This design comes from an exercise in tuning for small area, a short achievable clock period and few clock cycles on the open sky130 flow, not from production work.
At most, simulation tests tie the RTL to the original design; equivalence was not proved.
No functional check of the RTL was part of runs 1 and 3 to 7.
Power and IR drop assume default switching activity.

`flow/constraint.sdc`:
```
create_clock -name core_clock -period 5.0 [get_ports {clk}]
set_input_delay 1.0000 -clock core_clock [delete_from_list [all_inputs] [get_ports {clk}]]
set_output_delay 1.0000 -clock core_clock [all_outputs]
set_load 0.01 [all_outputs]
```
`flow/run.sh`:
```
#!/bin/bash
# synth_recipe.tcl (not shown) runs the flow's synth.tcl, then flattens the netlist and writes it again
# the make line also repeats each setting of config.mk as NAME=value (left out here)
make -C /OpenROAD-flow-scripts/flow DESIGN_CONFIG=/design/flow/config.mk WORK_HOME=/design/flow/orfs CLKGATE_MAP_FILE= SYNTH_SCRIPT=/design/flow/synth_recipe.tcl finish
```
`flow/config.mk`:
```
export PLATFORM = sky130hd
export DESIGN_NAME = layer1
export DESIGN_NICKNAME = layer1
export VERILOG_FILES = /design/flow/design.v
export SDC_FILE = /design/flow/constraint.sdc
export NUM_CORES = 4
export LEC_CHECK = 0
export ABC_CLOCK_PERIOD_IN_PS = 2500
export CAP_MARGIN = 20
export CORE_MARGIN = 2
export CORE_UTILIZATION = 40
export PLACE_DENSITY = 0.6
export SETUP_SLACK_MARGIN = 2.4
export SLEW_MARGIN = 20
```
`flow/design.v`:
```
module layer1(
input clk,
input reset_n,
input waitrequest,
input readdatavalid,
input [15:0] readdata,
output chipselect,
output [1:0] byteenable,
output reg read_n,
output reg write_n,
output reg [15:0] writedata,
output reg [31:0] address,
input ready,
output reg done
);
	localparam K  = 5;           
	localparam KW = 3;           
	localparam M  = 7;           
	localparam MW = 3;           
	localparam [10:0] IC0   = 11'd992;    
	localparam [10:0] ICEND = 11'd1776;   
	localparam [9:0]  WC0   = 10'd320;    
	localparam [9:0]  WCEND = 10'd520;    
	localparam [17:0] WB0   = 18'd400;    
	localparam [17:0] ROW   = 18'd784;    
	assign chipselect = 1'b1;
	assign byteenable = 2'b11;
	reg run;                  
	reg fin;                  
	reg clr;                  
	reg wph;                  
	reg rq_img, rq_wt, rq_wr;
	wire active = rq_img | rq_wt | rq_wr;
	wire acc_ok = active & ~waitrequest;
	reg [10:0] ic;            
	reg [9:0]  wc;            
	reg [17:0] wb;            
	reg [KW-1:0] kk;          
	reg [MW-1:0] ahead;       
	reg [MW-1:0] avail;       
	reg [M-1:0]  mk;          
	reg [7:0] tg;
	reg [3:0] wp, rp;
	reg rdv_q, rtg_q;
	reg [15:0] rd_q;
	reg [15:0] acc [0:K-1];
	wire last_k = (kk == K-1);
	wire zc   = (avail != 0) & ~mk[0];
	wire bc   = rq_wt & last_k & acc_ok;
	wire cons = zc | bc;
	wire img_resp = rdv_q & rtg_q;
	wire wt_resp  = rdv_q & ~rtg_q;
	wire nz = |rd_q;
	wire cons_pre = zc | (rq_wt & last_k);
	wire p_bit    = cons_pre ? mk[1] : mk[0];
	wire p_known  = cons_pre ? (avail > 1) : (avail != 0);
	wire ic_end   = rq_img ? (ic == ICEND - 1) : (ic == ICEND);
	wire [MW:0] ahead_post = ahead + rq_img - cons_pre;
	wire nxt_wt   = (rq_wt & ~last_k) | (p_known & p_bit);
	wire nxt_img  = ~nxt_wt & ~ic_end & (ahead_post < M);
	wire slot = ~active | ~waitrequest;
	wire pass_end = run & ~wph & ~active & (ic == ICEND) & (ahead == 0) &
	                (wp == rp) & ~rdv_q;
	reg [17:0] wb_step;
	always @(*) begin
		if (rq_wt & last_k)
			wb_step = 18'd1 - ROW * (K - 1);
		else if (rq_wt | rq_wr)
			wb_step = ROW;
		else
			wb_step = 18'd1;
	end
	wire wb_en = (rq_wt & acc_ok) | (rq_wr & acc_ok & ~last_k) | (~rq_wt & ~rq_wr & zc);
	integer j;
	always @(posedge clk) begin
		if (!reset_n) begin
			run <= 1'b0;
			fin <= 1'b0;
			clr <= 1'b0;
			wph <= 1'b0;
			rq_img <= 1'b0;
			rq_wt <= 1'b0;
			rq_wr <= 1'b0;
		end else if (!run) begin
			if (fin) begin
				if (!ready) fin <= 1'b0;
			end else if (ready) begin
				run <= 1'b1;
				clr <= 1'b1;
				wph <= 1'b0;
			end
		end else begin
			if (clr) begin
				if (last_k) begin
					clr <= 1'b0;
					rq_img <= 1'b1;
				end
			end else if (slot) begin
				if (wph) begin
					if (last_k) begin
						wph <= 1'b0;
						rq_wr <= 1'b0;
						if (wc == WCEND - 1) begin
							run <= 1'b0;
							fin <= 1'b1;
						end else begin
							rq_img <= 1'b1;
						end
					end
				end else if (pass_end) begin
					wph <= 1'b1;
					rq_wr <= 1'b1;
				end else begin
					rq_wt <= nxt_wt;
					rq_img <= nxt_img;
				end
			end
		end
	end
	always @(posedge clk) begin
		if (!run) begin
			ic <= IC0;
			wc <= WC0;
			wb <= WB0;
			kk <= 0;
			ahead <= 0;
			avail <= 0;
			wp <= 0;
			rp <= 0;
		end else begin
			if (rq_img & acc_ok)
				ic <= ic + 1'b1;
			else if (wph & acc_ok & last_k)
				ic <= IC0;
			if (rq_wr & acc_ok)
				wc <= wc + 1'b1;
			if (wb_en)
				wb <= wb + wb_step;
			if (((rq_wt | rq_wr) & acc_ok) | clr)
				kk <= last_k ? {KW{1'b0}} : kk + 1'b1;
			ahead <= ahead + (rq_img & acc_ok) - cons;
			avail <= avail + img_resp - cons;
			if (readdatavalid)
				rp <= rp + 1'b1;
			if ((rq_img | rq_wt) & acc_ok)
				wp <= wp + 1'b1;
		end
	end
	always @(posedge clk) begin
		if ((rq_img | rq_wt) & acc_ok)
			tg[wp[2:0]] <= rq_img;
		rdv_q <= readdatavalid & run;
		rtg_q <= tg[rp[2:0]];
		rd_q <= readdata;
		for (j = 0; j < M; j = j + 1) begin
			if (img_resp && (avail - cons) == j)
				mk[j] <= nz;
			else if (cons)
				mk[j] <= (j == M - 1) ? 1'b0 : mk[j + 1];
		end
	end
	always @(posedge clk) begin
		if (wt_resp | clr | (rq_wr & acc_ok)) begin
			for (j = 0; j < K - 1; j = j + 1)
				acc[j] <= acc[j + 1];
			acc[K - 1] <= wt_resp ? acc[0] + rd_q : 16'd0;
		end
	end
	always @(*) begin
		read_n = ~(rq_img | rq_wt);
		write_n = ~rq_wr;
		address = ({32{rq_img}} & {12'd0, 8'h92, ic, 1'b0}) |
		          ({32{rq_wt}}  & {13'd0, wb, 1'b0}) |
		          ({32{rq_wr}}  & {12'd0, 9'hC3, wc, 1'b0});
		writedata = acc[0];
		done = fin & ready;
	end
endmodule
```
==> results_dict.tcl, run 1 <==
set metrics [dict create \
    min_period_over_period 0.5219 \
    drive_gt1_frac 0.1866 \
    cts_buffers 17 \
    synth_edf_count 95 \
    cts_tree "done" \
    final_antenna_net_count 0 \
    crit_path_end_kind "flop" \
    critical_path_required_ps 5190 \
    async_flop_share 0 \
    synth_most_common_cell "edfxtp_1" \
    grt_max_degree 33 \
    via_count 6276 \
    syn_inst 820 \
    dr_wl_met3_um 679 \
    cpPeakStageDelay_ps 330 \
    finalSetupTns_ps 0 \
    crit_path_start_kind "flop" \
    grt_antenna_before_repair 0 \
    drc 0 \
    globalRouteOverflowTotal 0 \
    rows 53 \
    h-tree-depth 4 \
    ios 75 \
    grt_pass1_vias 6101 \
    worstPathArrival_ps 2800 \
    clockRootBuffer "clkbuf_16" \
    fin_skew_ps 10.16 \
    vdd_ir_drop_max_v 0.0002252 \
    whs_ps 413.5 \
    reg2reg_slack_ps 2390 \
    ys_seq_area_frac 0.5187 \
    clkTransAtPathRegs_ps 70 \
    ys_types 71 \
    worstMarginPinSlew_ps 932.6 \
    die-height_um 150.9 \
    grt.total_usage 0.1740 \
    synth_top_area_frac 0.3307 \
    clock_latency_ps 440 \
    wl_per_cell_um 15.91 \
    n_fill_cell 1927 \
    synth_area_um2 8626 \
    port_buffers 58 \
    cap_violations 0 \
    finalSetupViolations 0 \
    syn_avg_cell_area_um2 10.52 \
    path_delay_family "compound AO/OA/AOI/OAI gates" \
    ys_top_cells_by_count "95 x edfxtp_1, 81 x dfxtp_1, 78 x nand2_1" \
    cts.sinks 176 \
    cts_hold_buf 0 \
    yosys_most_used_dff "edfxtp_1" \
    leakage_uw 0.004243 \
    nNetsFinal 982 \
    synth_largest_area_cell "edfxtp_1" \
    clk_path_buf_depth 2 \
    syn_to_final_growth_pct 23.61 \
    drt-met1-wl_um 9031 \
    dieArea_um2 22760 \
    globalplace.congestion 0.8196 \
    max_freq_mhz 383.2 \
    hp-class "reg -> reg" \
    firstDrtPassIters 5 \
    path_common_cell "ha_4" \
    via_per_inst 5.243 \
    path_class "reg -> reg" \
    n_antenna_cell 0 \
    slowest_stage "dfxtp_2" \
    multi_input_comb_area_um2 4153 \
    crit_chain "inv_2 > ha_4 > nand2_4 > a21oi_4 > o2bb2ai_4 > a21oi_4 > inv_2 > ha_4 > ha_4 > xnor2_4 > a21boi_4 > nand3_2 > mux2_4" \
    fin_crit_ps 2609 \
    die_width_um 150.9 \
    met2WireLength_um 9029 \
    grt_pass1_wl_um 30790 \
    wl_um 19040 \
    drv_slew 0 \
    critPathBufInv 2 \
    report.final.hold_viol_count 0 \
    cp_max_fo 6 \
    ys_ff_latch 176 \
    start_util 0.4090 \
    drt_first_iter_violations 342 \
    synth.area.top_cells "edfxtp_1 33%, dfxtp_1 19%, ha_1 7.0%" \
    seq_area_um2 4491 \
    max-slew-margin-rel 0.3760 \
    top_layer "met4" \
    dp_hpwl_um 12520 \
    ys_warn_count 2 \
    status "timing/DRC/antenna clean" \
    rsz0062_at_grt "true" \
    coreArea_um2 21090 \
    power_density_nw_per_um2 320.8 \
]
-- final timing paths --
kind | start | end | cells after the start
setup / recovery | kk[0] | mk[0] | 13
hold / removal | acc[3][2] | acc[2][2] | 0
setup reg to reg | kk[0] | mk[0] | 13
hold reg to reg | acc[3][2] | acc[2][2] | 0
-- power by group --
part / internal (uW) / total (uW) / leakage [uW] / switching, uW
combinational: 174 / 408 / 0.00237 / 234
clock: 722 / 1360 / 0.000302 / 638
sequential: 1610 / 1650 / 0.00157 / 37.7
-- cell type report --
cell class	instances	area share
repair buffers	101	0.08261
flip-flops and latches	176	0.4211
clock buffers	17	0.03990
multi-input cells	568	0.3895
clock inverters	15	0.01772
inverters	45	0.01690
well taps	275	0.03227
-- metrics by stage --
| stage | cells | cell area [um2] | utilization | power (uW) | worst slack [ps] |
|---|---|---|---|---|---|
| 2_1_floorplan | 834 | 8797 | - | 1938 | 2111 |
| 3_3_place_gp | 1129 | 9502 | 0.4506 | 2057 | 1369 |
| 3_5_place_dp | 1129 | 9502 | 0.4506 | 2062 | 1337 |
| 4_1_cts | 1184 | 10490 | 0.4972 | 3449 | 2312 |
| 5_1_grt | 1197 | 10660 | 0.5056 | 3572 | 2268 |
| 6_report | 1197 | 10660 | 0.5056 | 3420 | 2391 |
-- cell usage in the layout, fill, tap and decap left out, types with 11 or more instances in the layout --
| master | instances |
|---|---|
| edfxtp_1 | 95 |
| nand2_1 | 74 |
| dfxtp_1 | 74 |
| nor2_1 | 66 |
| ha_1 | 39 |
| buf_4 | 38 |
| inv_1 | 36 |
| clkdlybuf4s50_1 | 36 |
| o21ai_0 | 30 |
| nand3_1 | 29 |
| a21oi_1 | 26 |
| xor2_1 | 23 |
| xnor2_1 | 17 |
| a21o_1 | 17 |
| clkbuf_16 | 17 |
| conb_1 | 16 |
| and3_1 | 14 |
| nor3_1 | 14 |
| and2_1 | 12 |
| nand4_1 | 11 |
| mux2i_1 | 11 |
-- per-layer routing --
layer | track usage | vias up
met4 | 0.06402 | 0
met3 | 0.03042 | 31
li1 | - | 3130
met5 | 0 | -
met1 | 0.2321 | 2996
met2 | 0.2848 | 119
-- registers in the layout, indices dropped and copies added, names as in the netlist, 7 cells and up --
register  flops
mk            7
wb           18
wc           10
acc          80
tg            8
ic           11
rd_q         16
-- repair_timing --
action                                 in CTS  in global routing
gates cloned                                1                  0
gates resized for setup                    82                 46
pin swaps                                  22                 16
setup endpoints to repair                 140                 34
endpoints found under the hold margin       0                  0
buffers inserted                           22                 13
-- logic make-up after synthesis --
group / Yosys count / share of synthesized area
AOI/OAI and AO/OA: 150 / 0.1184
xor gates and xnor gates: 41 / 0.04163
adders and majority gates: 52 / 0.07891
buffers and inverters: 91 / 0.04903
DFF: 176 / 0.5187
muxes: 24 / 0.03235
other: 2 / 0.0008706
and+or+nand+nor: 284 / 0.1601
==> run 2: changes to the inputs <==
--- a/flow/design.v
+++ b/flow/design.v
@@ -17,4 +17,4 @@
 	localparam KW = 3;           
-	localparam M  = 7;           
-	localparam MW = 3;           
+	localparam M  = 8;           
+	localparam MW = 4;           
 	localparam [10:0] IC0   = 11'd992;    
@@ -90,10 +90,7 @@
 				wph <= 1'b0;
+				rq_img <= 1'b1;
 			end
 		end else begin
-			if (clr) begin
-				if (last_k) begin
-					clr <= 1'b0;
-					rq_img <= 1'b1;
-				end
-			end else if (slot) begin
+			if (clr && wc == WC0 - 1) clr <= 1'b0;
+			if (slot) begin
 				if (wph) begin
@@ -122,3 +119,3 @@
 			ic <= IC0;
-			wc <= WC0;
+			wc <= WC0 - K;
 			wb <= WB0;
@@ -134,3 +131,3 @@
 				ic <= IC0;
-			if (rq_wr & acc_ok)
+			if (clr | (rq_wr & acc_ok))
 				wc <= wc + 1'b1;
@@ -138,3 +135,3 @@
 				wb <= wb + wb_step;
-			if (((rq_wt | rq_wr) & acc_ok) | clr)
+			if ((rq_wt | rq_wr) & acc_ok)
 				kk <= last_k ? {KW{1'b0}} : kk + 1'b1;
--- a/flow/config.mk
+++ b/flow/config.mk
@@ -7,3 +7,2 @@
 export LEC_CHECK = 0
-export ABC_CLOCK_PERIOD_IN_PS = 2500
 export CAP_MARGIN = 20
@@ -12,3 +11,2 @@
 export PLACE_DENSITY = 0.6
-export SETUP_SLACK_MARGIN = 2.4
 export SLEW_MARGIN = 20
==> results_dict.tcl, run 2 <==
set metrics [dict create \
    max-slew-margin-rel 0.3071 \
    finalSetupTns_ps 0 \
    postPlaceCellArea_um2 9538 \
    final_antenna_net_count 0 \
    rows 54 \
    path_class "in -> reg" \
    reg2reg_slack_ps 1400 \
    final_cell_mix "96 x edfxtp_1, 82 x dfxtp_1, 78 x nor2_1, 78 x nand2_1, 58 x clkdlybuf4s50_1" \
    via_per_inst 5.230 \
    cpPeakStageDelay_ps 530 \
    clkTransAtPathRegs_ps 80 \
    grt_pass1_vias 5858 \
    synth_edf_count 96 \
    drc 0 \
    ys_warn_count 2 \
    cts_tree "done" \
    die-height_um 152.1 \
    report.final.hold_viol_count 0 \
    grt_pass1_wl_um 29950 \
    whs_ps 410.8 \
    n_antenna_cell 0 \
    ys_seq_area_frac 0.5180 \
    vdd_ir_drop_max_v 0.0002407 \
    min_path_cells 0 \
    clockRootBuffer "clkbuf_16" \
    n_fill_cell 1985 \
    ios 75 \
    clock_latency_ps 440 \
    power_uw 4569 \
    async_flop_share 0 \
    slowest_stage "a21oi_1" \
    rr_endpoint "mk[5]" \
    yosys_most_used_dff "edfxtp_1" \
    clk_path_buf_depth 2 \
    cts.sinks 179 \
    wl_per_cell_um 15.64 \
    fin_area_um2 10130 \
    crit_path_end_kind "flop" \
    globalRouteOverflowTotal 0 \
    crit_chain "clkdlybuf4s50_1 > buf_4 > inv_1 > a21oi_1 > inv_1 > ha_1 > ha_1 > a21oi_1 > and3b_1 > nand3_1 > mux2_2" \
    reg2regPathDepth 13 \
    syn_to_final_growth_pct 15.43 \
    cp_max_fo 12 \
    min_period_over_period 0.7270 \
    firstDrtPassIters 5 \
    critPathBufInv 4 \
    syn_avg_cell_area_um2 10.49 \
    ys_ff_latch 179 \
    power_density_nw_per_um2 451.2 \
    synth_top_area_frac 0.3286 \
    hp-class "reg -> reg" \
    synth.area.top_cells "edfxtp_1 33%, dfxtp_1 19%, ha_1 7.6%" \
    fin_crit_ps 3635 \
    r2r_start "kk[0]" \
    layout_commonest_cell "edfxtp_1" \
    dp_hpwl_um 12380 \
    coreArea_um2 21690 \
    cts_setup_buffers 0 \
    ys_top_cells_by_count "96 x edfxtp_1, 83 x dfxtp_1, 79 x nand2_1, 79 x nor2_1, 53 x ha_1" \
    min-delay-start "acc[2][1]" \
    leakage_uw 0.003853 \
    finalSetupViolations 0 \
    globalplace.congestion 0.8269 \
    synth_area_um2 8772 \
    wl_um 18440 \
    fin_skew_ps 12.34 \
    via_count 6166 \
    path_delay_family "buffers and inverters" \
    grt_antenna_before_repair 0 \
    synth_largest_area_cell "edfxtp_1" \
    port_buffers 58 \
    critical_path_required_ps 5190 \
    h-tree-depth 4 \
    cts_resized 0 \
    drive_gt1_frac 0.08343 \
    nNetsFinal 963 \
    drv_slew 0 \
    hold_end "acc[1][1]" \
    crit_path_start_kind "input port" \
    status "timing/DRC/antenna clean" \
    cts_hold_buf 0 \
    die_width_um 152.1 \
    cap_violations 0 \
    start_util 0.4045 \
    top_regs "acc (80), wb (18), rd_q (16)" \
    largest_register_ffs 80 \
    regMostFlops "acc" \
    ys_types 72 \
    syn_inst 836 \
    drt_first_iter_violations 392 \
    synth_most_common_cell "edfxtp_1" \
    max_freq_mhz 275.1 \
    dieArea_um2 23130 \
    grt.total_usage 0.1596 \
    worstMarginPinSlew_ps 1039 \
    grt_max_degree 81 \
    cts_buffers 17 \
    rsz0062_at_grt "false" \
    worstPathArrival_ps 3830 \
]
## run 2: changes by cell type after synthesis, sizes merged, moves of 7 or more
| cell | before | now |
|---|---|---|
| o21ai | 34 | 46 |
| nor2 | 70 | 81 |
| a21oi | 32 | 45 |
| and3 | 14 | 7 |
| xnor2 | 18 | 27 |
## run 2: worst register-to-register path: cells and delay by family, from the launching register on
family	cells	cell delay, ps
adders and majority gates	3	700
buffers and inverters	3	460
AOI/OAI and AO/OA	2	760
and+or+nand+nor	4	780
muxes	1	290
DFF	1	360
## run 2: metrics by stage
stage | utilization | setup WS, ps | instances
after floorplan | - | 1289 | 850
after global placement | 0.4398 | 964.8 | 1147
after detailed placement | 0.4398 | 892.1 | 1147
after CTS | 0.4667 | 1339 | 1179
after global routing | 0.4669 | 1102 | 1179
final | 0.4669 | 1365 | 1179
## run 2: worst max-delay path by stage
stage	startpoint	to	slack, ps	depth (start not counted)
after floorplan	waitrequest	acc[0][0]	1290	4
after detailed placement	waitrequest	mk[1]	890	11
final	waitrequest	mk[5]	1370	11
after CTS	kk[0]	mk[5]	1340	13
after global routing	kk[0]	mk[5]	1100	13
after global placement	waitrequest	mk[5]	960	11
## run 2: final cells by class
class	instances	area, um2	area share
clock buffers	19	442.9	0.04374
clock inverters	13	141.4	0.01396
repair buffers	62	610.6	0.06030
well taps	280	350.3	0.03460
inverters	47	176.4	0.01742
multi-input cells	579	3859	0.3811
flip-flops and latches	179	4546	0.4489
## run 2: cells by family (layout without fill, tap and decap cells)
logic type	count (synthesis)	in the layout	synth area share
simple gates	276	276	0.1543
flops	179	179	0.5180
compound gates	162	162	0.1187
buf+inv	92	141	0.04921
fa+ha+maj	56	56	0.08244
xor+xnor	49	49	0.04892
mux	20	20	0.02753
other cells	2	16	0.0008561
## run 2: power breakdown
| group | switching, uW | internal, uW |
|---|---|---|
| logic | 749 | 556 |
| clock network | 629 | 719 |
| registers | 142 | 1770 |
| total | 1520 | 3050 |
## run 2: layer usage
layer | track usage | vias up | routed length [um] | part of all wire
met5 | 0 | - | 0 | 0
met4 | 0.05118 | 0 | 224 | 0.012
met3 | 0.03280 | 20 | 809 | 0.044
met2 | 0.2585 | 142 | 8624 | 0.47
met1 | 0.2154 | 2936 | 8783 | 0.48
li1 | - | 3068 | - | -
Testbench counts of run 2, summed over its fixed seeds: cycles 1,131,662.
==> run 3: changes to the inputs <==
--- a/flow/design.v
+++ b/flow/design.v
@@ -17,4 +17,4 @@
 	localparam KW = 3;           
-	localparam M  = 8;           
-	localparam MW = 4;           
+	localparam M  = 7;           
+	localparam MW = 3;           
 	localparam [10:0] IC0   = 11'd992;    
@@ -72,2 +72,6 @@
 	end
+	wire [17:0] wb_sum;
+	bkadd #(18) u_wb_add (.a(wb), .b(wb_step), .s(wb_sum));
+	wire [15:0] acc_sum;
+	bkadd #(16) u_acc_add (.a(acc[0]), .b(rd_q), .s(acc_sum));
 	wire wb_en = (rq_wt & acc_ok) | (rq_wr & acc_ok & ~last_k) | (~rq_wt & ~rq_wr & zc);
@@ -90,7 +94,10 @@
 				wph <= 1'b0;
-				rq_img <= 1'b1;
 			end
 		end else begin
-			if (clr && wc == WC0 - 1) clr <= 1'b0;
-			if (slot) begin
+			if (clr) begin
+				if (last_k) begin
+					clr <= 1'b0;
+					rq_img <= 1'b1;
+				end
+			end else if (slot) begin
 				if (wph) begin
@@ -119,3 +126,3 @@
 			ic <= IC0;
-			wc <= WC0 - K;
+			wc <= WC0;
 			wb <= WB0;
@@ -131,7 +138,7 @@
 				ic <= IC0;
-			if (clr | (rq_wr & acc_ok))
+			if (rq_wr & acc_ok)
 				wc <= wc + 1'b1;
 			if (wb_en)
-				wb <= wb + wb_step;
-			if ((rq_wt | rq_wr) & acc_ok)
+				wb <= wb_sum;
+			if (((rq_wt | rq_wr) & acc_ok) | clr)
 				kk <= last_k ? {KW{1'b0}} : kk + 1'b1;
@@ -162,3 +169,3 @@
 				acc[j] <= acc[j + 1];
-			acc[K - 1] <= wt_resp ? acc[0] + rd_q : 16'd0;
+			acc[K - 1] <= wt_resp ? acc_sum : 16'd0;
 		end
@@ -175 +182,34 @@
 endmodule
+module bkadd #(parameter N = 16) (
+	input  [N-1:0] a,
+	input  [N-1:0] b,
+	output reg [N-1:0] s
+);
+	function integer top;
+		input integer n;
+		begin
+			top = 1;
+			while (2 * top < n)
+				top = top * 2;
+		end
+	endfunction
+	localparam integer D0 = top(N) / 2;
+	reg [N-1:0] g, p, t;
+	integer d, i;
+	always @(*) begin
+		g = a & b;
+		t = a ^ b;
+		p = t;
+		for (d = 1; d < N; d = d * 2)
+			for (i = 2 * d - 1; i < N; i = i + 2 * d) begin
+				g[i] = g[i] | (p[i] & g[i - d]);
+				p[i] = p[i] & p[i - d];
+			end
+		for (d = D0; d >= 1; d = d / 2)
+			for (i = 3 * d - 1; i < N; i = i + 2 * d) begin
+				g[i] = g[i] | (p[i] & g[i - d]);
+				p[i] = p[i] & p[i - d];
+			end
+		s = t ^ {g[N-2:0], 1'b0};
+	end
+endmodule
--- a/flow/config.mk
+++ b/flow/config.mk
@@ -7,2 +7,3 @@
 export LEC_CHECK = 0
+export ABC_CLOCK_PERIOD_IN_PS = 2500
 export CAP_MARGIN = 20
@@ -11,2 +12,3 @@
 export PLACE_DENSITY = 0.6
+export SETUP_SLACK_MARGIN = 2.4
 export SLEW_MARGIN = 20
==> results_dict.tcl, run 3 <==
set metrics [dict create \
    power_uw 4191 \
    layout_commonest_cell "edfxtp_1" \
    syn_inst 741 \
    grt_pass1_vias 5754 \
    dp_slack_ps 1268 \
    wl_per_cell_um 16.73 \
    regMostFlops "acc" \
    worstMarginPinSlew_ps 1015 \
    final_cell_mix "95 x edfxtp_1, 75 x dfxtp_1, 64 x nand2_1" \
    synth.area.top_cells "edfxtp_1 34%, dfxtp_1 19%, ha_1 6.8%" \
    die-height_um 149.3 \
    grt.total_usage 0.1700 \
    grt_max_degree 81 \
    synth_top_area_frac 0.3380 \
    ios 75 \
    max-slew-margin-rel 0.3208 \
    cts_hold_buf 0 \
    final_antenna_net_count 0 \
    yosys_most_used_dff "edfxtp_1" \
    hp-class "reg -> reg" \
    syn_avg_cell_area_um2 11.39 \
    die_width_um 149.3 \
    firstDrtPassIters 6 \
    seq_area_um2 4489 \
    ys_seq_area_frac 0.5301 \
    critical_path_required_ps 5330 \
    worstPathArrival_ps 3140 \
    clkTransAtPathRegs_ps 70 \
    finalSetupViolations 0 \
    finalSetupTns_ps 0 \
    ys_ff_latch 176 \
    synth_area_um2 8441 \
    clockRootBuffer "clkbuf_16" \
    start_util 0.4041 \
    n_antenna_cell 0 \
    fin_crit_ps 2816 \
    min-delay-start "acc[1][0]" \
    clk_path_buf_depth 2 \
    min_period_over_period 0.5632 \
    stdcell_count 1113 \
    globalplace.congestion 0.8507 \
    crit_chain "buf_6 > or2_4 > nand2_4 > inv_4 > ha_4 > a41oi_2 > o31a_1 > o21ai_2 > o2111ai_2 > nand3_2 > ha_4 > or3_4 > a22oi_2 > xor2_1 > and2_1" \
    path_class "reg -> reg" \
    slowest_stage "dfxtp_4" \
    reg2regPathDepth 15 \
    min_path_cells 0 \
    fin_skew_ps 9.630 \
    status "timing/DRC/antenna clean" \
    n_fill_cell 1862 \
    dp_cells 1046 \
    drc 0 \
    rsz0062_at_grt "true" \
    setup_ws_ps 2184 \
    hold_end "acc[0][0]" \
    port_buffers 58 \
    ys_types 69 \
    whs_ps 413.6 \
    via_count 5742 \
    power_density_nw_per_um2 396.2 \
    synth_edf_count 95 \
    grt_pass1_wl_um 29470 \
    cts_tree "done" \
    largest_register_ffs 80 \
    drv_slew 0 \
    vdd_ir_drop_max_v 0.0001996 \
    crit_path_start_kind "flop" \
    h-tree-depth 4 \
    cts.sinks 176 \
    top_regs "acc (80), wb (18), rd_q (16)" \
    reg2reg_slack_ps 2180 \
    nNetsFinal 905 \
    max_freq_mhz 355.1 \
    r2r_start "rq_wt" \
    multi_input_comb_area_um2 4038 \
    cpPeakStageDelay_ps 370 \
    ys_warn_count 5 \
    syn_to_final_growth_pct 25.30 \
    clock_latency_ps 430 \
    drive_gt1_frac 0.2112 \
    leakage_uw 0.004184 \
    synth_largest_area_cell "edfxtp_1" \
    ys_top_cells_by_count "95 x edfxtp_1, 81 x dfxtp_1, 68 x nand2_1" \
    drt_first_iter_violations 408 \
    rows 53 \
    rr_endpoint "wb[17]" \
    via_per_inst 5.159 \
    dp_hpwl_um 12060 \
    coreArea_um2 20890 \
    path_common_cell "ha_4" \
    async_flop_share 0 \
    grt_antenna_before_repair 0 \
    cap_violations 0 \
    cp_max_fo 4 \
    cts_buffers 17 \
    dieArea_um2 22280 \
    crit_path_end_kind "flop" \
    globalRouteOverflowTotal 0 \
    wl_um 18620 \
    synth_most_common_cell "edfxtp_1" \
    report.final.hold_viol_count 0 \
]
## run 3: power breakdown
part           switching, uW  leakage [uW]  internal, uW
clock network            607      0.000299           806
registers               88.5       0.00157          1670
logic                    521       0.00232           496
total                   1220       0.00418          2970
## run 3: timing repair
action	in CTS	in global routing
setup endpoints to repair	161	52
endpoints found under the hold margin	0	0
buffers inserted	19	13
resized for setup	80	41
gates cloned	1	2
pin swaps	18	33
## run 3: layout make-up
cell class	count	area share
inverter	43	0.01621
tap	275	0.03253
sequential	176	0.4245
clock buffer	18	0.04058
timing repair buffer	96	0.08589
clock inverter	14	0.01857
multi-input combinational	491	0.3818
## run 3: critical path: cells and delay by family, from the launching register on
kind | cells | cell delay (ps)
and+or+nand+nor | 5 | 950
AOI/OAI and AO/OA | 5 | 750
adders and majority gates | 2 | 400
DFF | 1 | 370
buffers and inverters | 2 | 160
xor gates and xnor gates | 1 | 80
## run 3: cell families (layout without fill, tap and decap cells)
kind of cell	count (synthesis)	count (layout)	synth area share
compound gates	107	107	0.09028
xor+xnor	46	46	0.04773
fa+ha+maj	59	59	0.09902
buf+inv	89	171	0.05010
flops	176	176	0.5301
mux	24	24	0.03320
other cells	2	16	0.0008897
simple gates	238	239	0.1487
## run 3: worst max-delay path by stage
stage / startpoint / end / slack (ps) / depth (start not counted)
2_1_floorplan: kk[0] / wb[17] / 2170 / 18
3_3_place_gp: waitrequest / mk[3] / 1350 / 9
3_5_place_dp: waitrequest / mk[3] / 1270 / 9
4_1_cts: acc[0][0] / acc[4][15] / 2100 / 10
5_1_grt: acc[0][0] / acc[4][13] / 2090 / 10
6_report: rq_wt / wb[17] / 2180 / 15
## run 3: per-stage QoR
step	area, um2	util
2_1_floorplan	8792	-
3_3_place_gp	9437	0.4518
3_5_place_dp	9437	0.4518
4_1_cts	10330	0.4948
5_1_grt	10580	0.5063
6_report	10580	0.5063
## run 3: layer usage
layer  global-route usage  share of wire  vias up  wire (um)
met5                    0              0        -          0
met4              0.06762          0.021        0        388
met3              0.04006          0.049       33        913
met2               0.2744           0.47      154       8800
met1               0.2215           0.46     2781       8520
li1                     -              -     2774          -
==> run 4: changes to the inputs <==
--- a/flow/design.v
+++ b/flow/design.v
@@ -43,4 +43,2 @@
 	reg [3:0] wp, rp;
-	reg rdv_q, rtg_q;
-	reg [15:0] rd_q;
 	reg [15:0] acc [0:K-1];
@@ -50,5 +48,6 @@
 	wire cons = zc | bc;
-	wire img_resp = rdv_q & rtg_q;
-	wire wt_resp  = rdv_q & ~rtg_q;
-	wire nz = |rd_q;
+	wire rtg      = tg[rp[2:0]];
+	wire img_resp = readdatavalid & rtg;
+	wire wt_resp  = readdatavalid & ~rtg;
+	wire nz = |readdata;
 	wire cons_pre = zc | (rq_wt & last_k);
@@ -62,3 +61,3 @@
 	wire pass_end = run & ~wph & ~active & (ic == ICEND) & (ahead == 0) &
-	                (wp == rp) & ~rdv_q;
+	                (wp == rp);
 	reg [17:0] wb_step;
@@ -75,3 +74,3 @@
 	wire [15:0] acc_sum;
-	bkadd #(16) u_acc_add (.a(acc[0]), .b(rd_q), .s(acc_sum));
+	bkadd #(16) u_acc_add (.a(acc[0]), .b(readdata), .s(acc_sum));
 	wire wb_en = (rq_wt & acc_ok) | (rq_wr & acc_ok & ~last_k) | (~rq_wt & ~rq_wr & zc);
@@ -155,5 +154,2 @@
 			tg[wp[2:0]] <= rq_img;
-		rdv_q <= readdatavalid & run;
-		rtg_q <= tg[rp[2:0]];
-		rd_q <= readdata;
 		for (j = 0; j < M; j = j + 1) begin
==> results_dict.tcl, run 4 <==
set metrics [dict create \
    status "timing/DRC/antenna clean" \
    grt_max_degree 47 \
    multi_input_comb_area_um2 3939 \
    ys_seq_area_frac 0.5175 \
    synth_top_area_frac 0.3588 \
    worstMarginPinSlew_ps 895.5 \
    cap_violations 0 \
    seqPwrFrac 0.452 \
    drc 0 \
    vdd_ir_drop_max_v 0.0002287 \
    report.final.hold_viol_count 0 \
    leakage_uw 0.004106 \
    die-height_um 145.0 \
    drt_first_iter_violations 504 \
    grt_antenna_before_repair 0 \
    rows 51 \
    crit_path_start_kind "input port" \
    yosys_most_used_dff "edfxtp_1" \
    max_freq_mhz 338.6 \
    grt.total_usage 0.1780 \
    cts.sinks 158 \
    largest_register_ffs 80 \
    syn_to_final_growth_pct 29.26 \
    coreArea_um2 19460 \
    ys_top_cells_by_count "95 x edfxtp_1, 71 x nor2_1, 63 x dfxtp_1" \
    clock_latency_ps 430 \
    synth_largest_area_cell "edfxtp_1" \
    syn_inst 728 \
    via_per_inst 5.297 \
    wl_um 18780 \
    postPlaceCellArea_um2 8925 \
    synth_most_common_cell "edfxtp_1" \
    nNetsFinal 921 \
    drive_gt1_frac 0.2421 \
    synth_edf_count 95 \
    setup_ws_ps 2047 \
    stdcell_count 1120 \
    swShare 0.2775 \
    dp_cells 1028 \
    slowest_stage "fa_2" \
    cts_buffers 17 \
    cts_tree "done" \
    ys_types 63 \
    crit_chain "buf_8 > ha_4 > fa_2 > a21o_1 > a21o_1 > a211o_1 > a32oi_2 > nand2b_1 > fa_2 > and3_4" \
    ys_warn_count 5 \
    dieArea_um2 21020 \
    min_period_over_period 0.5906 \
    hp-class "reg -> reg" \
    finalSetupViolations 0 \
    globalplace.congestion 0.8699 \
    syn_avg_cell_area_um2 10.92 \
    final_cell_mix "95 x edfxtp_1, 67 x nor2_1, 58 x nand2_1" \
    via_count 5933 \
    fin_skew_ps 12.17 \
    path_class "in -> reg" \
    fin_crit_ps 2953 \
    grt_pass1_wl_um 30100 \
    grt_pass1_vias 5869 \
    cpPeakStageDelay_ps 410 \
    dp_slack_ps 1080 \
    layout_commonest_cell "edfxtp_1" \
    cts_hold_buf 0 \
    top_regs "acc (80), wb (18), ic (11)" \
    start_util 0.4085 \
    firstDrtPassIters 5 \
    p_sw_uw 974.8 \
    n_fill_cell 1693 \
    wl_per_cell_um 16.76 \
    cp_max_fo 3 \
    regMostFlops "acc" \
    crit_path_end_kind "flop" \
    critical_path_required_ps 5180 \
    n_antenna_cell 0 \
    p_comb_frac 0.187 \
    p_clk_frac 0.362 \
    port_buffers 58 \
    async_flop_share 0 \
    fin_area_um2 10280 \
    finalSetupTns_ps 0 \
    clkTransAtPathRegs_ps 70 \
    seq_area_um2 4136 \
    die_width_um 145.0 \
    final_antenna_net_count 0 \
    clockRootBuffer "clkbuf_16" \
    drv_slew 0 \
    globalRouteOverflowTotal 0 \
    clk_path_buf_depth 2 \
    rsz0062_at_grt "true" \
    ios 75 \
    internal-power_uw 2538 \
    h-tree-depth 4 \
    synth.area.top_cells "edfxtp_1 36%, dfxtp_1 16%, ha_1 7.1%" \
    dp_hpwl_um 12160 \
    worstPathArrival_ps 3130 \
    ys_ff_latch 158 \
    synth_area_um2 7950 \
    max-slew-margin-rel 0.4008 \
    power_density_nw_per_um2 341.9 \
]
[run 4: changes by cell type after synthesis, moves of 5 or more]
cell / before / now
nor2_1: 31 / 71
and2_1: 38 / 7
dfxtp_1: 81 / 63
nor2b_1: 23 / 5
a21oi_1: 17 / 24
a21boi_1: 7 / 1
inv_1: 39 / 45
nand2_1: 68 / 62
nor3_1: 5 / 11
a22oi_1: 1 / 6
and3_1: 11 / 16
clkbuf_1: 22 / 17
[run 4: cell type report]
| cell class | instances | area share |
|---|---|---|
| Tap cell | 265 | 0.03227 |
| Timing Repair Buffer | 122 | 0.1059 |
| Clock inverter | 14 | 0.01473 |
| Sequential cell | 158 | 0.4025 |
| Inverter | 49 | 0.01948 |
| Multi-Input combinational cell | 494 | 0.3833 |
| Clock buffer | 18 | 0.04176 |
[run 4: path summary, 6_finish.rpt]
kind | to | start | cells after the start | slack (ps)
max | acc[4][12] | readdata[0] | 10 | 2050
min | acc[0][2] | acc[1][2] | 0 | 410
max reg2reg | wb[17] | kk[0] | 16 | 2140
min reg2reg | acc[0][2] | acc[1][2] | 0 | 410
[run 4: power groups by stage]
stage / Combinational [uW] / Sequential, uW / Clock (uW)
finish: 656 / 1590 / 1270
global route: 722 / 1600 / 1350
CTS: 600 / 1590 / 1300
detailed placement: 528 / 1620 / 0
global placement: 508 / 1610 / 0
floorplan: 375 / 1590 / 0
[run 4: metrics by stage]
step                utilization  total power, uW  hold slack [ps]
global placement         0.4586             2123            401.8
floorplan                     -             1968            400.3
finish                   0.5280             3513            413.0
CTS                      0.5121             3487            412.8
detailed placement       0.4586             2147            404.5
global route             0.5280             3674            416.9
[run 4: cell families after synthesis]
family	share of synthesized area
simple gates	0.1427
flops	0.5175
compound gates	0.09333
buf+inv	0.05130
fa+ha+maj	0.1036
xor+xnor	0.05178
mux	0.03887
other cells	0.0009446
[run 4: timing repair]
item	in CTS	in global routing
endpoints found under the setup margin	151	82
setup buffers	38	20
pin swaps	43	35
gates cloned	2	0
gates resized for setup	121	48
[run 4: routing by layer]
layer	global-route usage	vias to the layer above	part of all wire
li1	-	2814	-
met1	0.2405	2919	0.45
met2	0.2852	178	0.49
met3	0.03585	22	0.049
met4	0.06337	0	0.013
met5	0	-	0
[run 4: worst max-delay path: cells and delay by family]
family / cells / cell delay [ps]
AOI/OAI and AO/OA: 4 / 850
and+or+nand+nor: 2 / 280
buffers and inverters: 1 / 100
adders and majority gates: 3 / 890
==> run 5: changes to the inputs <==
--- a/flow/design.v
+++ b/flow/design.v
@@ -40,11 +40,15 @@
 	reg [MW-1:0] avail;       
-	reg [M-1:0]  mk;          
+	reg [M-1:0]  mk;
+	wire [M+1:0] mkx = {mk, 2'b00};
+	wire mk_cur  = mkx[avail + 1];
+	wire mk_nxt  = mkx[avail];
 	reg [7:0] tg;
-	reg [3:0] wp, rp;
+	reg [3:0] nq;             
+	wire [8:0] tgx = {tg, 1'b0};
 	reg [15:0] acc [0:K-1];
 	wire last_k = (kk == K-1);
-	wire zc   = (avail != 0) & ~mk[0];
+	wire zc   = (avail != 0) & ~mk_cur;
 	wire bc   = rq_wt & last_k & acc_ok;
 	wire cons = zc | bc;
-	wire rtg      = tg[rp[2:0]];
+	wire rtg      = tgx[nq];
 	wire img_resp = readdatavalid & rtg;
@@ -53,3 +57,3 @@
 	wire cons_pre = zc | (rq_wt & last_k);
-	wire p_bit    = cons_pre ? mk[1] : mk[0];
+	wire p_bit    = cons_pre ? mk_nxt : mk_cur;
 	wire p_known  = cons_pre ? (avail > 1) : (avail != 0);
@@ -61,3 +65,3 @@
 	wire pass_end = run & ~wph & ~active & (ic == ICEND) & (ahead == 0) &
-	                (wp == rp);
+	                (nq == 0);
 	reg [17:0] wb_step;
@@ -130,4 +134,3 @@
 			avail <= 0;
-			wp <= 0;
-			rp <= 0;
+			nq <= 0;
 		end else begin
@@ -145,6 +148,3 @@
 			avail <= avail + img_resp - cons;
-			if (readdatavalid)
-				rp <= rp + 1'b1;
-			if ((rq_img | rq_wt) & acc_ok)
-				wp <= wp + 1'b1;
+			nq <= nq + ((rq_img | rq_wt) & acc_ok) - readdatavalid;
 		end
@@ -153,9 +153,5 @@
 		if ((rq_img | rq_wt) & acc_ok)
-			tg[wp[2:0]] <= rq_img;
-		for (j = 0; j < M; j = j + 1) begin
-			if (img_resp && (avail - cons) == j)
-				mk[j] <= nz;
-			else if (cons)
-				mk[j] <= (j == M - 1) ? 1'b0 : mk[j + 1];
-		end
+			tg <= {tg[6:0], rq_img};
+		if (img_resp)
+			mk <= {mk[M-2:0], nz};
 	end
==> results_dict.tcl, run 5 <==
set metrics [dict create \
    critical_path_required_ps 5290 \
    finalSetupViolations 0 \
    clk_path_buf_depth 2 \
    stdcell_count 993 \
    max_freq_mhz 341.4 \
    coreArea_um2 18770 \
    die_width_um 142.3 \
    leakage_uw 0.003694 \
    wl_per_cell_um 16.92 \
    via_count 5215 \
    syn_inst 657 \
    synth.area.top_cells "edfxtp_1 37%, dfxtp_1 15%, ha_1 7.4%" \
    drive_gt1_frac 0.2622 \
    yosys_most_used_dff "edfxtp_1" \
    clkTransAtPathRegs_ps 70 \
    ys_top_cells_by_count "95 x edfxtp_1, 59 x dfxtp_1, 57 x inv_1" \
    grt_pass1_wl_um 26340 \
    power_density_nw_per_um2 425.3 \
    grt_antenna_before_repair 0 \
    cts_tree "done" \
    dp_cells 930 \
    port_buffers 58 \
    layout_commonest_cell "edfxtp_1" \
    nNetsFinal 831 \
    cp_max_fo 12 \
    clockRootBuffer "clkbuf_16" \
    start_util 0.4078 \
    cap_violations 0 \
    ys_types 69 \
    globalplace.congestion 0.8749 \
    worstMarginPinSlew_ps 784.1 \
    drt_first_iter_violations 314 \
    ios 75 \
    cts.sinks 154 \
    ys_seq_area_frac 0.5271 \
    wl_um 16800 \
    crit_path_start_kind "flop" \
    synth_top_area_frac 0.3727 \
    postPlaceCellArea_um2 8558 \
    worstPathArrival_ps 3220 \
    synth_most_common_cell "edfxtp_1" \
    grt_pass1_vias 5091 \
    dieArea_um2 20260 \
    final_cell_mix "95 x edfxtp_1, 52 x nor2_1, 51 x dfxtp_1" \
    crit_path_end_kind "flop" \
    largest_register_ffs 80 \
    die-height_um 142.3 \
    fin_skew_ps 10.14 \
    n_fill_cell 1623 \
    dp_hpwl_um 11090 \
    drc 0 \
    cpPeakStageDelay_ps 410 \
    clock_latency_ps 430 \
    rows 50 \
    syn_avg_cell_area_um2 11.65 \
    globalRouteOverflowTotal 0 \
    slowest_stage "fa_2" \
    n_antenna_cell 0 \
    path_class "reg -> reg" \
    cts_hold_buf 0 \
    fin_area_um2 9713 \
    final_antenna_net_count 0 \
    setup_ws_ps 2071 \
    report.final.hold_viol_count 0 \
    synth_edf_count 95 \
    crit_chain "buf_12 > or2_4 > buf_12 > ha_1 > a21oi_2 > nor2_2 > or3_4 > a31oi_4 > o31ai_4 > fa_2 > xnor2_2 > a21o_1 > a21oi_2" \
    dp_slack_ps 1320 \
    finalSetupTns_ps 0 \
    grt_max_degree 41 \
    ys_ff_latch 154 \
    cts_buffers 17 \
    top_regs "acc (80), wb (18), ic (11)" \
    async_flop_share 0 \
    synth_largest_area_cell "edfxtp_1" \
    via_per_inst 5.252 \
    h-tree-depth 4 \
    ys_warn_count 5 \
    grt.total_usage 0.1692 \
    hp-class "reg -> reg" \
    rsz0062_at_grt "true" \
    seq_area_um2 4051 \
    max-slew-margin-rel 0.4754 \
    multi_input_comb_area_um2 3757 \
    vdd_ir_drop_max_v 0.0002221 \
    status "timing/DRC/antenna clean" \
    drv_slew 0 \
    fin_crit_ps 2929 \
    regMostFlops "acc" \
    synth_area_um2 7654 \
    reg2regPathDepth 13 \
    min_path_cells 0 \
    firstDrtPassIters 5 \
    syn_to_final_growth_pct 26.91 \
    min_period_over_period 0.5859 \
]
[run 5: cell types whose count changed in the layout (fill, tap and decap cells not counted), sizes merged, moves of 8 or more]
| cell | change |
|---|---|
| o21ai | -14 |
| buf | -33 |
| nor2 | -13 |
| mux2 | -8 |
| nand2 | -28 |
| a21o | +10 |
| and2 | +12 |
[run 5: area by class of cell]
type                    instances  share of cell area
flip-flops and latches        154              0.4171
multi-input cells             424              0.3868
repair buffers                 91             0.08347
well taps                     234             0.03014
clock inverters                14             0.01456
inverters                      59             0.02409
clock buffers                  17             0.04380
[run 5: metrics by stage]
stage	hold WS (ps)	util	power, uW
floorplan	400.3	-	2450
global placement	400.3	0.4560	2736
detailed placement	404.5	0.4560	2770
CTS	414.0	0.5095	4111
global route	415.7	0.5175	4341
finish	415.6	0.5175	4131
[run 5: timing repair]
item                                    in CTS  in global routing
endpoints found under the setup margin     138                114
buffers inserted                            27                  2
cloned                                       3                  0
gates resized for setup                    124                 40
pin swaps                                   53                 33
[run 5: worst paths after layout]
path / from / slack (ps) / endpoint
setup / recovery: rq_wt / 2070 / wb[17]
hold / removal: acc[2][13] / 420 / acc[1][13]
setup reg to reg: rq_wt / 2070 / wb[17]
hold reg to reg: acc[2][13] / 420 / acc[1][13]
[run 5: cell families after synthesis]
group	count (synthesis)	share of synthesized area
muxes	17	0.02567
xor gates and xnor gates	33	0.03776
DFF	154	0.5271
other	2	0.0009812
and+or+nand+nor	184	0.1264
adders and majority gates	63	0.1206
buffers and inverters	96	0.05852
AOI/OAI and AO/OA	108	0.1030
[run 5: critical path, delay by kind of cell (launching register included)]
family / cells / cell delay [ps]
buf+inv: 2 / 290
simple gates: 3 / 710
xor+xnor: 1 / 170
fa+ha+maj: 2 / 610
compound gates: 5 / 650
flops: 1 / 370
[run 5: layer usage]
metal / wire (um) / global-route usage / vias up
li1: - / - / 2509
met1: 7815 / 0.2241 / 2562
met2: 8069 / 0.2715 / 118
met3: 583 / 0.03567 / 26
met4: 330 / 0.06931 / 0
met5: 0 / 0 / -
[run 5: power by group]
group	leakage [uW]	switching (uW)	total [uW]	internal (uW)
registers	0.00143	143	1860	1720
clock network	0.000271	551	1250	696
logic	0.00200	536	1020	488
==> run 6: changes to the inputs <==
--- a/flow/design.v
+++ b/flow/design.v
@@ -15,3 +15,3 @@
 );
-	localparam K  = 5;           
+	localparam K  = 8;           
 	localparam KW = 3;           
@@ -21,4 +21,4 @@
 	localparam [10:0] ICEND = 11'd1776;   
-	localparam [9:0]  WC0   = 10'd320;    
-	localparam [9:0]  WCEND = 10'd520;    
+	localparam [6:0]  Q0    = 7'd40;      
+	localparam [6:0]  QEND  = 7'd65;      
 	localparam [17:0] WB0   = 18'd400;    
@@ -35,3 +35,3 @@
 	reg [10:0] ic;            
-	reg [9:0]  wc;            
+	reg [6:0]  q;             
 	reg [17:0] wb;            
@@ -48,3 +48,3 @@
 	reg [15:0] acc [0:K-1];
-	wire last_k = (kk == K-1);
+	wire last_k = &kk;
 	wire zc   = (avail != 0) & ~mk_cur;
@@ -75,6 +75,4 @@
 	end
-	wire [17:0] wb_sum;
-	bkadd #(18) u_wb_add (.a(wb), .b(wb_step), .s(wb_sum));
-	wire [15:0] acc_sum;
-	bkadd #(16) u_acc_add (.a(acc[0]), .b(readdata), .s(acc_sum));
+	wire [17:0] wb_sum = wb + wb_step;
+	wire [15:0] acc_sum = acc[0] + readdata;
 	wire wb_en = (rq_wt & acc_ok) | (rq_wr & acc_ok & ~last_k) | (~rq_wt & ~rq_wr & zc);
@@ -109,3 +107,3 @@
 						rq_wr <= 1'b0;
-						if (wc == WCEND - 1) begin
+						if (q == QEND - 1) begin
 							run <= 1'b0;
@@ -129,3 +127,3 @@
 			ic <= IC0;
-			wc <= WC0;
+			q <= Q0;
 			wb <= WB0;
@@ -140,4 +138,4 @@
 				ic <= IC0;
-			if (rq_wr & acc_ok)
-				wc <= wc + 1'b1;
+			if (rq_wr & acc_ok & last_k)
+				q <= q + 1'b1;
 			if (wb_en)
@@ -145,3 +143,3 @@
 			if (((rq_wt | rq_wr) & acc_ok) | clr)
-				kk <= last_k ? {KW{1'b0}} : kk + 1'b1;
+				kk <= kk + 1'b1;
 			ahead <= ahead + (rq_img & acc_ok) - cons;
@@ -169,3 +167,3 @@
 		          ({32{rq_wt}}  & {13'd0, wb, 1'b0}) |
-		          ({32{rq_wr}}  & {12'd0, 9'hC3, wc, 1'b0});
+		          ({32{rq_wr}}  & {12'd0, 9'hC3, q, kk, 1'b0});
 		writedata = acc[0];
@@ -174,34 +172 @@
 endmodule
-module bkadd #(parameter N = 16) (
-	input  [N-1:0] a,
-	input  [N-1:0] b,
-	output reg [N-1:0] s
-);
-	function integer top;
-		input integer n;
-		begin
-			top = 1;
-			while (2 * top < n)
-				top = top * 2;
-		end
-	endfunction
-	localparam integer D0 = top(N) / 2;
-	reg [N-1:0] g, p, t;
-	integer d, i;
-	always @(*) begin
-		g = a & b;
-		t = a ^ b;
-		p = t;
-		for (d = 1; d < N; d = d * 2)
-			for (i = 2 * d - 1; i < N; i = i + 2 * d) begin
-				g[i] = g[i] | (p[i] & g[i - d]);
-				p[i] = p[i] & p[i - d];
-			end
-		for (d = D0; d >= 1; d = d / 2)
-			for (i = 3 * d - 1; i < N; i = i + 2 * d) begin
-				g[i] = g[i] | (p[i] & g[i - d]);
-				p[i] = p[i] & p[i - d];
-			end
-		s = t ^ {g[N-2:0], 1'b0};
-	end
-endmodule
==> results_dict.tcl, run 6 <==
set metrics [dict create \
    status "timing/DRC/antenna clean" \
    worstPathArrival_ps 3060 \
    nNetsFinal 916 \
    p_clk_frac 0.251 \
    grt.total_usage 0.1638 \
    yosys_most_used_dff "edfxtp_1" \
    multi_input_comb_area_um2 3590 \
    clk_path_buf_depth 2 \
    clockRootBuffer "clkbuf_16" \
    dp_slack_ps 1550 \
    power_density_nw_per_um2 498.6 \
    setup_ws_ps 2276 \
    critical_path_required_ps 5340 \
    grt_antenna_before_repair 0 \
    synth_area_um2 9000 \
    grt_max_degree 65 \
    seqPwrFrac 0.468 \
    clkTransAtPathRegs_ps 80 \
    wl_per_cell_um 16.82 \
    ys_seq_area_frac 0.6017 \
    crit_path_start_kind "flop" \
    ys_warn_count 2 \
    fin_skew_ps 22.06 \
    n_antenna_cell 0 \
    finalSetupViolations 0 \
    drv_slew 0 \
    firstDrtPassIters 6 \
    layout_commonest_cell "edfxtp_1" \
    rsz0062_at_grt "true" \
    port_buffers 58 \
    grt_pass1_vias 5597 \
    cap_violations 0 \
    cp_max_fo 3 \
    die_width_um 154 \
    p_sw_uw 1723 \
    rows 54 \
    dr_wl_met3_um 692 \
    dp_hpwl_um 12080 \
    worstMarginPinSlew_ps 544.6 \
    dieArea_um2 23720 \
    via_per_inst 5.244 \
    synth_top_area_frac 0.4771 \
    whs_ps 416.3 \
    drc 0 \
    crit_path_end_kind "flop" \
    ys_top_cells_by_count "143 x edfxtp_1, 60 x nand2_1, 57 x nor2_1" \
    final_antenna_net_count 0 \
    coreArea_um2 21960 \
    h-tree-depth 4 \
    internal-power_uw 3824 \
    vdd_ir_drop_max_v 0.0002245 \
    seq_area_um2 5434 \
    syn_avg_cell_area_um2 12.02 \
    hp-class "reg -> reg" \
    globalplace.congestion 0.8671 \
    leakage_uw 0.004334 \
    synth_largest_area_cell "edfxtp_1" \
    ys_types 66 \
    syn_to_final_growth_pct 23.62 \
    max_freq_mhz 367.1 \
    clock_latency_ps 440 \
    fin_crit_ps 2724 \
    cts_tree "done" \
    swShare 0.3106 \
    path_class "reg -> reg" \
    cts_hold_buf 0 \
    synth_most_common_cell "edfxtp_1" \
    final_cell_mix "143 x edfxtp_1, 56 x nand2_1, 55 x nor2_1" \
    report.final.hold_viol_count 0 \
    top_layer "met4" \
    via_count 5962 \
    ys_ff_latch 199 \
    grt_pass1_wl_um 30470 \
    cts.sinks 199 \
    cp-startpoint "mk[3]" \
    min-delay-start "acc[7][14]" \
    syn_inst 749 \
    met2WireLength_um 8842 \
    wl_um 19130 \
    die-height_um 154 \
    top_regs "acc (128), wb (18), ic (11)" \
    synth.area.top_cells "edfxtp_1 48%, dfxtp_1 12%, ha_1 6.4%" \
    r2r_start "mk[3]" \
    drive_gt1_frac 0.2007 \
    p_comb_frac 0.281 \
    ios 75 \
    max-slew-margin-rel 0.6356 \
    start_util 0.4099 \
    drt-met1-wl_um 9257 \
    min_period_over_period 0.5449 \
    n_fill_cell 1900 \
    async_flop_share 0 \
    globalRouteOverflowTotal 0 \
    regMostFlops "acc" \
    drt_first_iter_violations 445 \
    largest_register_ffs 128 \
    synth_edf_count 143 \
    cts_buffers 17 \
]
run 6: changes by cell type in the layout (fill, tap and decap cells not counted), sizes merged, moves of 7 or more:
cell    change
buf        +13
and2       -11
xor2       +11
xnor2       -7
nand2      +25
nand3      +18
fa         -13
edfxtp     +48
nor3        +7
run 6: layout make-up:
| type | count | share of cell area |
|---|---|---|
| Clock buffer | 17 | 0.03824 |
| Sequential cell | 199 | 0.4884 |
| Inverter | 57 | 0.02013 |
| Tap cell | 280 | 0.03149 |
| Timing Repair Buffer | 102 | 0.08300 |
| Clock inverter | 15 | 0.01608 |
| Multi-Input combinational cell | 467 | 0.3226 |
run 6: power groups by stage:
stage,clock [uW],combinational (uW),sequential (uW)
finish,1390,1560,2590
global route,1500,1710,2650
CTS,1440,1460,2600
detailed placement,0,1290,2630
global placement,0,1280,2610
floorplan,0,907,2630
run 6: critical path: stages, from the launching register on:
cell and delay (ps):
edfxtp_1 410, mux2_4 280, mux4_2 530, nand2_2 120, ha_4 200, inv_2 60
ha_4 130, fa_2 430, a31oi_1 190, a31oi_1 100, a211oi_1 200
run 6: path summary, 6_finish.rpt:
check	end	slack [ps]	cells past startpoint
max	rq_img	2280	10
min	acc[6][14]	420	0
max reg2reg	rq_img	2280	10
min reg2reg	acc[6][14]	420	0
run 6: stage by stage:
step	std cells	power, uW	utilization	TNS, ps	instance area, um2
floorplan	763	3532	-	-363160	9154
global placement	1066	3896	0.4501	0	9884
detailed placement	1066	3919	0.4501	0	9884
CTS	1122	5493	0.4943	0	10850
global route	1137	5865	0.5067	0	11130
finish	1137	5547	0.5067	0	11130
run 6: cell families (layout without fill, tap and decap cells):
logic type | Yosys count | after routing | synth area share
AND/OR/NAND/NOR | 219 | 219 | 0.1159
flip-flops | 199 | 199 | 0.6017
AO/OA/AOI/OAI | 129 | 129 | 0.1009
buffers and inverters | 97 | 191 | 0.04921
adder cells (fa/ha/maj) | 51 | 51 | 0.07507
XOR/XNOR | 37 | 37 | 0.03601
multiplexers | 15 | 15 | 0.02030
other | 2 | 16 | 0.0008345
run 6: timing repair:
item,4_1_cts,5_1_grt
buffers inserted,21,15
endpoints found under the setup margin,176,30
gates resized for setup,126,49
pin swaps,29,31
cloned,3,0
run 6: routing by layer:
metal  track usage  vias up
met5             0        -
met4       0.05830        0
met3       0.03016       20
met2        0.2456      130
met1        0.2384     2907
li1              -     2905
==> run 7: changes to the inputs <==
--- a/flow/design.v
+++ b/flow/design.v
@@ -52,6 +52,7 @@
 	wire cons = zc | bc;
-	wire rtg      = tgx[nq];
-	wire img_resp = readdatavalid & rtg;
-	wire wt_resp  = readdatavalid & ~rtg;
-	wire nz = |readdata;
+	reg rdv_q, rtg_q;
+	reg [15:0] rd_q;
+	wire img_resp = rdv_q & rtg_q;
+	wire wt_resp  = rdv_q & ~rtg_q;
+	wire nz = |rd_q;
 	wire cons_pre = zc | (rq_wt & last_k);
@@ -65,3 +66,3 @@
 	wire pass_end = run & ~wph & ~active & (ic == ICEND) & (ahead == 0) &
-	                (nq == 0);
+	                (nq == 0) & ~rdv_q;
 	reg [17:0] wb_step;
@@ -76,3 +77,3 @@
 	wire [17:0] wb_sum = wb + wb_step;
-	wire [15:0] acc_sum = acc[0] + readdata;
+	wire [15:0] acc_sum = acc[0] + rd_q;
 	wire wb_en = (rq_wt & acc_ok) | (rq_wr & acc_ok & ~last_k) | (~rq_wt & ~rq_wr & zc);
@@ -152,2 +153,5 @@
 			tg <= {tg[6:0], rq_img};
+		rdv_q <= readdatavalid & run;
+		rtg_q <= tgx[nq];
+		rd_q <= readdata;
 		if (img_resp)
==> results_dict.tcl, run 7 <==
set metrics [dict create \
    dr_wl_met3_um 978 \
    power_density_nw_per_um2 437.5 \
    path_class "reg -> reg" \
    clock_latency_ps 530 \
    die_width_um 157.4 \
    dp_hpwl_um 12220 \
    synth_top_area_frac 0.4561 \
    muxShareOfSynthArea 0.01568 \
    grt_pass1_vias 5617 \
    reg2reg_slack_ps 2270 \
    fin_crit_ps 2734 \
    n_antenna_cell 0 \
    crit_chain "mux4_2 > and2_4 > or2_4 > nand2_4 > ha_4 > inv_4 > ha_4 > fa_2 > xor2_1 > and3_4 > o31ai_1 > and4b_1" \
    min_period_over_period 0.5468 \
    max_freq_mhz 365.7 \
    p_comb_frac 0.205 \
    ys_warn_count 2 \
    ys_seq_area_frac 0.6134 \
    top_regs "acc (128), wb (18), rd_q (16)" \
    wl_per_cell_um 15.69 \
    layout_commonest_cell "edfxtp_1" \
    rsz0062_at_grt "true" \
    dp_slack_ps 1400 \
    slowest_stage "mux4_2" \
    vdd_ir_drop_max_v 0.0002302 \
    rows 56 \
    ys_types 69 \
    dieArea_um2 24780 \
    largest_register_ffs 128 \
    postPlaceCellArea_um2 10310 \
    cts_buffers 24 \
    fin_skew_ps 10.46 \
    cts_tree "done" \
    grt.total_usage 0.1501 \
    swShare 0.2772 \
    syn_avg_cell_area_um2 12.24 \
    drv_slew 0 \
    leakage_uw 0.004323 \
    start_util 0.4047 \
    clockRootBuffer "clkbuf_16" \
    max-slew-margin-rel 0.3792 \
    drc 0 \
    grt_antenna_before_repair 0 \
    r2r_start "mk[5]" \
    drt-met1-wl_um 9166 \
    clkTransAtPathRegs_ps 60 \
    report.final.hold_viol_count 0 \
    grt_pass1_wl_um 29480 \
    worstPathArrival_ps 3210 \
    crit_path_start_kind "flop" \
    regMostFlops "acc" \
    cp_max_fo 2 \
    die-height_um 157.4 \
    top_layer "met4" \
    path_delay_family "simple AND/OR/NAND/NOR gates" \
    hold_end "acc[5][5]" \
    async_flop_share 0 \
    p_sw_uw 1399 \
    h-tree-depth 1 \
    globalplace.congestion 0.8308 \
    synth_most_common_cell "edfxtp_1" \
    ys_ff_latch 217 \
    syn_to_final_growth_pct 22.54 \
    fin_area_um2 11540 \
    hp-class "reg -> reg" \
    status "timing/DRC/antenna clean" \
    rr_endpoint "rq_img" \
    synth_largest_area_cell "edfxtp_1" \
    grt_max_degree 129 \
    syn_inst 769 \
    nNetsFinal 938 \
    synthAdderAreaFrac 0.07176 \
    via_count 6073 \
    drt_first_iter_violations 509 \
    synth_top_family_by_area "simple AND/OR/NAND/NOR gates" \
    final_cell_mix "143 x edfxtp_1, 68 x dfxtp_1, 60 x nor2_1" \
    drive_gt1_frac 0.1561 \
    synth_edf_count 143 \
    worstMarginPinSlew_ps 924.1 \
    reg2regPathDepth 12 \
    cpPeakStageDelay_ps 480 \
    synth-xor-area-share 0.03349 \
    seqPwrFrac 0.443 \
    critical_path_required_ps 5470 \
    globalRouteOverflowTotal 0 \
    synth_area_um2 9415 \
    min-delay-start "acc[6][5]" \
    internal-power_uw 3649 \
    yosys_most_used_dff "edfxtp_1" \
    critPathBufInv 1 \
    via_per_inst 5.048 \
    ios 75 \
    n_fill_cell 2076 \
    final_antenna_net_count 0 \
    synth_compound_area_frac 0.1033 \
    path_common_cell "ha_4" \
    p_clk_frac 0.352 \
    min_path_cells 0 \
    coreArea_um2 23260 \
    firstDrtPassIters 6 \
    setup_ws_ps 2266 \
    crit_path_end_kind "flop" \
    cap_violations 0 \
    port_buffers 58 \
    synth.area.top_cells "edfxtp_1 46%, dfxtp_1 16%, ha_1 6.1%" \
    synthSimpleGateAreaFrac 0.1147 \
    whs_ps 413.1 \
    clk_path_buf_depth 3 \
    met2WireLength_um 8318 \
    finalSetupViolations 0 \
    cts.sinks 217 \
    cp-startpoint "mk[5]" \
    ys_top_cells_by_count "143 x edfxtp_1, 74 x dfxtp_1, 62 x nor2_1" \
    wl_um 18870 \
]
[run 7: changes by cell type in the layout (fill, tap and decap cells not counted), sizes merged, moves of 6 or more]
cell           before  now
nand3              27   13
o21ai              23   30
clkbuf             22   28
buf                56   50
inv                61   51
clkdlybuf4s50      23   34
and2                8   14
dfxtp              56   74
nor2               57   63
[run 7: worst max path at each step]
| stage | depth (start not counted) | to | slack (ps) |
|---|---|---|---|
| after CTS | 12 | rq_img | 2230 |
| after global placement | 10 | ahead[2] | 1470 |
| after floorplan | 2 | acc[0][0] | -2810 |
| after global routing | 12 | rq_img | 2150 |
| final | 12 | rq_img | 2270 |
| after detailed placement | 10 | ahead[2] | 1400 |
[run 7: cell families (layout without fill, tap and decap cells)]
family,Yosys count,in the layout
and+or+nand+nor,220,220
DFF,217,217
AOI/OAI and AO/OA,141,141
buffers and inverters,90,191
adders and majority gates,51,51
xor gates and xnor gates,36,36
muxes,12,12
other,2,16
[run 7: metrics by stage]
step / util / setup TNS (ps) / std cells / total power (uW)
6_report: 0.4960 / 0 / 1203 / 5047
5_1_grt: 0.4960 / 0 / 1203 / 5306
4_1_cts: 0.4890 / 0 / 1191 / 5078
3_5_place_dp: 0.4431 / 0 / 1126 / 3199
3_3_place_gp: 0.4431 / 0 / 1126 / 3186
2_1_floorplan: - / -360010 / 783 / 2979
[run 7: final cells by class]
type | instances | area [um2] | area share
Sequential cell | 217 | 5793 | 0.5021
Multi-Input combinational cell | 476 | 3468 | 0.3006
Timing Repair Buffer | 96 | 859.6 | 0.07450
Clock buffer | 28 | 625.6 | 0.05422
Tap cell | 319 | 399.1 | 0.03460
Inverter | 51 | 206.4 | 0.01789
Clock inverter | 16 | 185.2 | 0.01605
[run 7: what timing repair did]
| item | 4_1_cts | 5_1_grt |
|---|---|---|
| resized for setup | 97 | 17 |
| pin swaps | 22 | 18 |
| setup endpoints to repair | 46 | 25 |
| cloned | 1 | 0 |
| endpoints found under the hold margin | 0 | 0 |
| hold buffers | 0 | 0 |
| setup buffers | 20 | 12 |
[run 7: power by group through the flow]
stage / sequential, uW / combinational (uW) / clock (uW)
final: 2230 / 1030 / 1780
after floorplan: 2260 / 715 / 0
after global routing: 2260 / 1150 / 1900
after detailed placement: 2270 / 929 / 0
after CTS: 2240 / 1010 / 1830
after global placement: 2270 / 920 / 0
[run 7: routing by layer]
layer / track usage / vias up
li1: - / 2961
met1: 0.2242 / 2937
met2: 0.2235 / 140
met3: 0.02643 / 35
met4: 0.04286 / 0
met5: 0 / -

-- separate check: timing with driven ports --
Ports are ideal in the flow. The routed layouts listed here were re-timed in OpenROAD. Step 1 assumes that a clkbuf_16 drives the clock port and a buf_2 every other input. Step 2 moves the port delays by t, midway between the first and last clock arrival at a register: inputs arrive t later, outputs are due t later. That takes back most of the time a late clock gives input paths. Three values: ideal ports, drivers, drivers and shift; two values: the first two.
run | t (ns) | slack for setup (ns) | clock arrival spread, ns | slew at the worst register clock pin (ns) | worst slew at a driven data input, ns
run 1 | 0.477 | 2.391 / 2.391 / 1.937 | 0.010 / 0.011 | 0.08 / 0.08 | 0.04
run 2 | 0.475 | 1.365 / 1.379 / 0.904 | 0.014 / 0.014 | 0.08 / 0.08 | 0.04
run 3 | 0.470 | 2.184 / 2.184 / 2.042 | 0.012 / 0.012 | 0.07 / 0.07 | 0.04
run 4 | 0.464 | 2.047 / 2.048 / 1.584 | 0.012 / 0.012 | 0.07 / 0.07 | 0.06
run 5 | 0.465 | 2.071 / 2.071 / 1.760 | 0.011 / 0.010 | 0.07 / 0.07 | 0.05
run 6 | 0.475 | 2.276 / 2.276 / 1.861 | 0.023 / 0.023 | 0.09 / 0.09 | 0.06
run 7 | 0.573 | 2.266 / 2.266 / 1.926 | 0.012 / 0.012 | 0.06 / 0.06 | 0.04
After both steps setup and hold are still met in every run listed. The setup slack of run 4, which loses most, moves by +0.001 ns with the drivers and by -0.463 ns with both steps.
